Source: an optimization exercise on an open RTL-to-GDS flow (aim: small area). Production flows keep margins and buffers that such runs may drop.
Function was checked by simulation only, so behaviour that the tests miss may differ from the original.
The clock port is modelled as an ideal driver; clocking choices that lean on that would not hold on a real chip.
Power figures rest on the tool's default switching activity, not on a simulated workload.

Design Pong_Top, start of the top module:
module Pong_Top (input i_Clk, input i_Rst, input i_Switch_2, input i_Switch_1, input i_Switch_3, input i_Switch_4,
   output o_VGA_HSync,
   output o_VGA_VSync,
   output o_VGA_Red_0,
   output o_VGA_Red_1,
   output o_VGA_Red_2,
   output o_VGA_Grn_0,
   output o_VGA_Grn_1,
   output o_VGA_Grn_2,
   output o_VGA_Blu_0,
   output o_VGA_Blu_1,
   output o_VGA_Blu_2);
Settings: LEC_CHECK=0, CAP_MARGIN=20, CORE_MARGIN=2, CORE_UTILIZATION=40, CTS_BUF_LIST=sky130_fd_sc_hd__clkbuf_8, SLEW_MARGIN=20; clock period 40.0 ns.
standard.sh (not shown) runs the stock make flow with config.mk's settings and CLKGATE_MAP_FILE= SYNTH_SCRIPT=/design/flow/synth_recipe.tcl, a recipe that flattens the netlist after the stock synthesis.
==> flow/flow/run.sh <==
#!/bin/bash
# The standard layout (the standard.sh, standard synthesis unchanged) with
# three area changes:
#  * ports are buffered with sky130_fd_sc_hd__buf_1,
#  * clock tree synthesis uses clkbuf_8 and inserts no dummy loads,
#  * after floorplan, each combinational cell is swapped to the smallest
#    drive strength of its own cell family (flow/downsize.tcl); later
#    repair steps resize again where slew, capacitance or timing need it.
# The make output goes to standard.log; each ORFS step logs under orfs/logs.
set -euo pipefail
F="$(pwd)/flow"
bash standard.sh \
  BUFFER_PORTS_ARGS="-buffer_cell sky130_fd_sc_hd__buf_1" \
  CTS_ARGS="-sink_clustering_enable -repair_clock_nets -dont_use_dummy_load -buf_list \"sky130_fd_sc_hd__clkbuf_4 sky130_fd_sc_hd__clkbuf_8\" -sink_clustering_size 8 -sink_clustering_max_diameter 30" \
  POST_FLOORPLAN_TCL="$F/downsize.tcl" \
  finish > standard.log 2>&1
==> flow/flow/downsize.tcl <==
# Swap every combinational cell to the smallest cell with the same function
# (same pins), leaving flip-flops, taps and fillers alone.
set db [ord::get_db]
set block [[$db getChip] getBlock]
set dont_use [list]
if {[info exists ::env(DONT_USE_CELLS)]} { set dont_use $::env(DONT_USE_CELLS) }
set n 0
set saved 0
foreach inst [$block getInsts] {
  set m [$inst getMaster]
  set name [$m getName]
  if {![string match "sky130_fd_sc_hd__*" $name]} continue
  if {[string match "*df*" $name] || [string match "*dl*" $name] || [string match "*tap*" $name] || [string match "*fill*" $name] || [string match "*decap*" $name] || [string match "*conb*" $name]} continue
  set lc [get_lib_cells -quiet */$name]
  if {$lc == ""} continue
  set family [regsub {_[0-9]+$} $name ""]
  set best $m
  set best_a [expr {[$m getWidth] * [$m getHeight]}]
  foreach e [get_lib_cells -quiet */${family}_*] {
    set en [get_name $e]
    if {[regsub {_[0-9]+$} $en ""] != $family} continue
    if {[lsearch -exact $dont_use $en] >= 0} continue
    if {![sta::equiv_cells $lc $e]} continue
    set em [$db findMaster $en]
    if {$em == "NULL" || $em == ""} continue
    set a [expr {[$em getWidth] * [$em getHeight]}]
    if {$a < $best_a} { set best $em; set best_a $a }
  }
  if {$best != $m} {
    set saved [expr {$saved + [$m getWidth] * [$m getHeight] - $best_a}]
    $inst swapMaster $best
    incr n
  }
}
puts "downsize: swapped $n cells, saved [expr {$saved / 1e6}] um2"
The baseline never finished: it broke off in clock tree synthesis (4_1_cts).
Change:
--- a/flow/flow/run.sh
+++ b/flow/flow/run.sh
@@ -12,5 +12,5 @@
 bash standard.sh \
   BUFFER_PORTS_ARGS="-buffer_cell sky130_fd_sc_hd__buf_1" \
-  CTS_ARGS="-sink_clustering_enable -repair_clock_nets -dont_use_dummy_load -buf_list \"sky130_fd_sc_hd__clkbuf_4 sky130_fd_sc_hd__clkbuf_8\" -sink_clustering_size 8 -sink_clustering_max_diameter 30" \
+  CTS_ARGS="-sink_clustering_enable -repair_clock_nets -dont_use_dummy_load -buf_list sky130_fd_sc_hd__clkbuf_8" \
   POST_FLOORPLAN_TCL="$F/downsize.tcl" \
   finish > standard.log 2>&1
After rerunning: With this change the flow passed the timing, DRC and antenna checks. Synthesized cell count is unchanged. Synthesized area is unchanged.

---

## run 1
Another version of the RTL of Pong_Top (not shown whole).
Size: about 890 cells after synthesis, roughly 99 flip-flops, about 7300 sq um of cells after synthesis.
==> flow/config.mk <==
export PLATFORM = sky130hd
export DESIGN_NAME = Pong_Top
export DESIGN_NICKNAME = Pong_Top
export VERILOG_FILES = /design/flow/design.v
export SDC_FILE = /design/flow/constraint.sdc
export NUM_CORES = 4
export LEC_CHECK = 0
export CAP_MARGIN = 20
export CORE_MARGIN = 2
export CORE_UTILIZATION = 40
export CTS_BUF_LIST = sky130_fd_sc_hd__clkbuf_8
export SLEW_MARGIN = 20
==> flow/constraint.sdc <==
create_clock -name core_clock -period 40.0 [get_ports {i_Clk}]
set_input_delay 8.0000 -clock core_clock [delete_from_list [all_inputs] [get_ports {i_Clk}]]
set_output_delay 8.0000 -clock core_clock [all_outputs]
set_load 0.01 [all_outputs]
run.sh (not shown) runs the stock make flow with config.mk's settings and CLKGATE_MAP_FILE= SYNTH_SCRIPT=/design/flow/synth_recipe.tcl, a recipe that flattens the netlist after the stock synthesis.
Stock flow here: none of the scripts above is used.
Every stage of the flow completed for run 1, and the final layout passed the timing, DRC and antenna checks.
--- input diff run 1..run 2 ---
- clearing CTS_BUF_LIST, which used to be sky130_fd_sc_hd__clkbuf_8
==> comparison <==
On share of the cycle needed by the critical path after routing, run 1 and run 2 are neck and neck.
In run 2, sequential share of layout area is lower than in run 1.
Via count: run 1 vs run 2 — no meaningful difference
Run 1 → run 2: first-iteration DRC count now smaller, final period demand of the worst path now smaller, combinational power comparable, area taken by multi-input logic gates comparable.
Diff run 1 -> run 2: aggregate routed wire length has remained practically unchanged, layout-stage area growth over the synthesis result picked up an extra 1.4 points.
| complex-gate fraction of the synthesized area | run 2 vs run 1 | ≈ equal |
On total non-filler cell area in the finished layout, run 2 does worse than run 1.
Run 1 closes out successfully: all stages finished, all timing, DRC and antenna checks passed.
Run 2 ran to completion and came out clean on the timing, DRC and antenna checks.

---

Pong_Top, a different RTL version from the one above (not shown whole).
Size in the first run: about 98 flip-flops, ~5900 sq um of cells after synthesis.
clock: 40.0 ns
lec_check: 0
cap_margin: 20
core_margin: 2
core_utilization: 40
cts_buf_list: sky130_fd_sc_hd__clkbuf_8
slew_margin: 20
standard.sh (not shown) runs the stock make flow with config.mk's settings and CLKGATE_MAP_FILE= SYNTH_SCRIPT=/design/flow/synth_recipe.tcl, a recipe that flattens the netlist after the stock synthesis.
==> flow/flow/run.sh <==
#!/bin/bash
# The standard layout (the standard.sh, standard synthesis unchanged) with
# three area changes:
#  * ports are buffered with sky130_fd_sc_hd__buf_1,
#  * clock tree synthesis uses clkbuf_8 and inserts no dummy loads,
#  * after floorplan, each combinational cell is swapped to the smallest
#    drive strength of its own cell family (flow/downsize.tcl); later
#    repair steps resize again where slew, capacitance or timing need it.
# The make output goes to standard.log; each ORFS step logs under orfs/logs.
set -euo pipefail
F="$(pwd)/flow"
bash standard.sh \
  BUFFER_PORTS_ARGS="-buffer_cell sky130_fd_sc_hd__buf_1" \
  CTS_ARGS="-sink_clustering_enable -repair_clock_nets -dont_use_dummy_load -buf_list sky130_fd_sc_hd__clkbuf_8" \
  POST_FLOORPLAN_TCL="$F/downsize.tcl" \
  finish > standard.log 2>&1
Scripts as last shown in full above: flow/flow/downsize.tcl
Edit:
==> flow/run.sh (new file) <==
#!/bin/bash
# synth_recipe.tcl (not shown) runs the flow's synth.tcl, then flattens the netlist and writes it again
# the make line also repeats each setting of config.mk as NAME=value (left out here)
make -C /OpenROAD-flow-scripts/flow DESIGN_CONFIG=/design/flow/config.mk WORK_HOME=/design/flow/orfs CLKGATE_MAP_FILE= SYNTH_SCRIPT=/design/flow/synth_recipe.tcl finish
removed: flow/flow/run.sh
removed: flow/flow/downsize.tcl
removed: flow/standard.sh
After rerunning: Critical path depth does not change; first-iteration DRC count rises by 24%; cell count rises by 0.85%; sequential share of layout area falls by 1.1 points; routed wire length rises by 1.5%; setup slack is worse by 0.26 ns; clock skew falls by 0.019 ns; non-clock buffer count does not change; sequential cell count stays the same; die area is unchanged.

---

Pong_Top, a different RTL version from the one above (not shown whole).
Size: ~98 flip-flops, ~17 I/O pins, ~5300 um^2 of cells after synthesis.
clock: 40.0 ns
lec_check: 0
cap_margin: 20
core_margin: 2
core_utilization: 65
cts_buf_list: sky130_fd_sc_hd__clkbuf_8
slew_margin: 20
synth_hierarchical: 1
==> flow/flow/run.sh <==
#!/bin/bash
# The standard layout (the standard.sh, standard synthesis unchanged) with
# three area changes:
#  * ports are buffered with sky130_fd_sc_hd__buf_1,
#  * clock tree synthesis uses clkbuf_8 and inserts no dummy loads; after
#    it, clock buffers driving at most 12 sinks become clkbuf_4
#    (flow/clkdown.tcl),
#  * after floorplan, each combinational cell is swapped to the smallest
#    drive strength of its own cell family (flow/downsize.tcl); later
#    repair steps resize again where slew, capacitance or timing need it.
# The make output goes to standard.log; each ORFS step logs under orfs/logs.
set -euo pipefail
F="$(pwd)/flow"
bash standard.sh \
  BUFFER_PORTS_ARGS="-buffer_cell sky130_fd_sc_hd__buf_1" \
  CTS_ARGS="-sink_clustering_enable -repair_clock_nets -dont_use_dummy_load -buf_list sky130_fd_sc_hd__clkbuf_8" \
  POST_FLOORPLAN_TCL="$F/downsize.tcl" \
  POST_CTS_TCL="$F/clkdown.tcl" \
  finish > standard.log 2>&1
==> flow/flow/clkdown.tcl <==
# After clock tree synthesis: clock buffers that drive few sinks are swapped
# to a smaller clock buffer (the footprint shrinks, so placement stays legal).
set db [ord::get_db]
set block [[$db getChip] getBlock]
set small [$db findMaster sky130_fd_sc_hd__clkbuf_4]
set n 0
foreach inst [$block getInsts] {
  if {[[$inst getMaster] getName] != "sky130_fd_sc_hd__clkbuf_8"} continue
  set fan 0
  foreach it [$inst getITerms] {
    if {[$it isOutputSignal]} {
      set net [$it getNet]
      if {$net != "NULL"} { set fan [expr {[llength [$net getITerms]] - 1}] }
    }
  }
  if {$fan <= 12} {
    $inst swapMaster $small
    incr n
  }
}
puts "clkdown: swapped $n clock buffers to clkbuf_4"
Other scripts of this flow, unchanged in this note and not shown: flow/flow/downsize.tcl
The first run completed without violations.
==> next run, changes <==
--- a/flow/flow/run.sh
+++ b/flow/flow/run.sh
@@ -6 +6 @@
-#    it, clock buffers driving at most 12 sinks become clkbuf_4
+#    it, clock buffers driving at most 10 sinks become clkbuf_4
--- a/flow/flow/clkdown.tcl
+++ b/flow/flow/clkdown.tcl
@@ -16 +16 @@
-  if {$fan <= 12} {
+  if {$fan <= 10} {
Settings changed: CORE_UTILIZATION 65 to 40.
Result:
- The changed run finished with timing, DRC and antenna clean
- count of clock-buffer cells in the layout stays the same
- cell area goes up by 2.0%
- fmax is lower by 0.60%
- first-iteration DRC count came out higher by about 16%
- sequential share of layout area shrinks by 0.70 points
- critical path depth is unchanged

## port drivers added, routing unchanged
The results above use ideal ports. As a check the final layouts listed here were re-extracted and re-timed, cells and wires unchanged.
Step 1 assumes that a clkbuf_16 drives the clock port and a buf_2 every other input.
Step 2 adds t to the input delays and takes it off the output delays; t is the mean of the earliest and latest rising clock arrival at the registers after step 1. Input paths then give back, and output paths get back, about the clock's delay inside the block.
a / b / c = ideal / step 1 / step 2; a / b = the first two.
| run | shift t [ns] | slack for setup (ns) | cell pins on the clock port's net |
|---|---|---|---|
| the second run of note 1 | 0.387 | 30.051 / 30.017 / 30.404 | 1 |
| run 1 | 0.421 | 29.915 / 29.876 / 30.104 | 1 |
| run 2 | 0.395 | 29.934 / 29.893 / 30.090 | 1 |
| the first run of note 3 | 0.402 | 30.000 / 29.963 / 30.143 | 1 |
| the second run of note 3 | 0.418 | 29.742 / 29.707 / 29.871 | 1 |
| the first run of note 4 | 0.449 | 30.380 / 30.345 / 30.713 | 1 |
| the second run of note 4 | 0.472 | 30.322 / 30.290 / 30.652 | 1 |
After both steps every run listed still meets setup and hold.
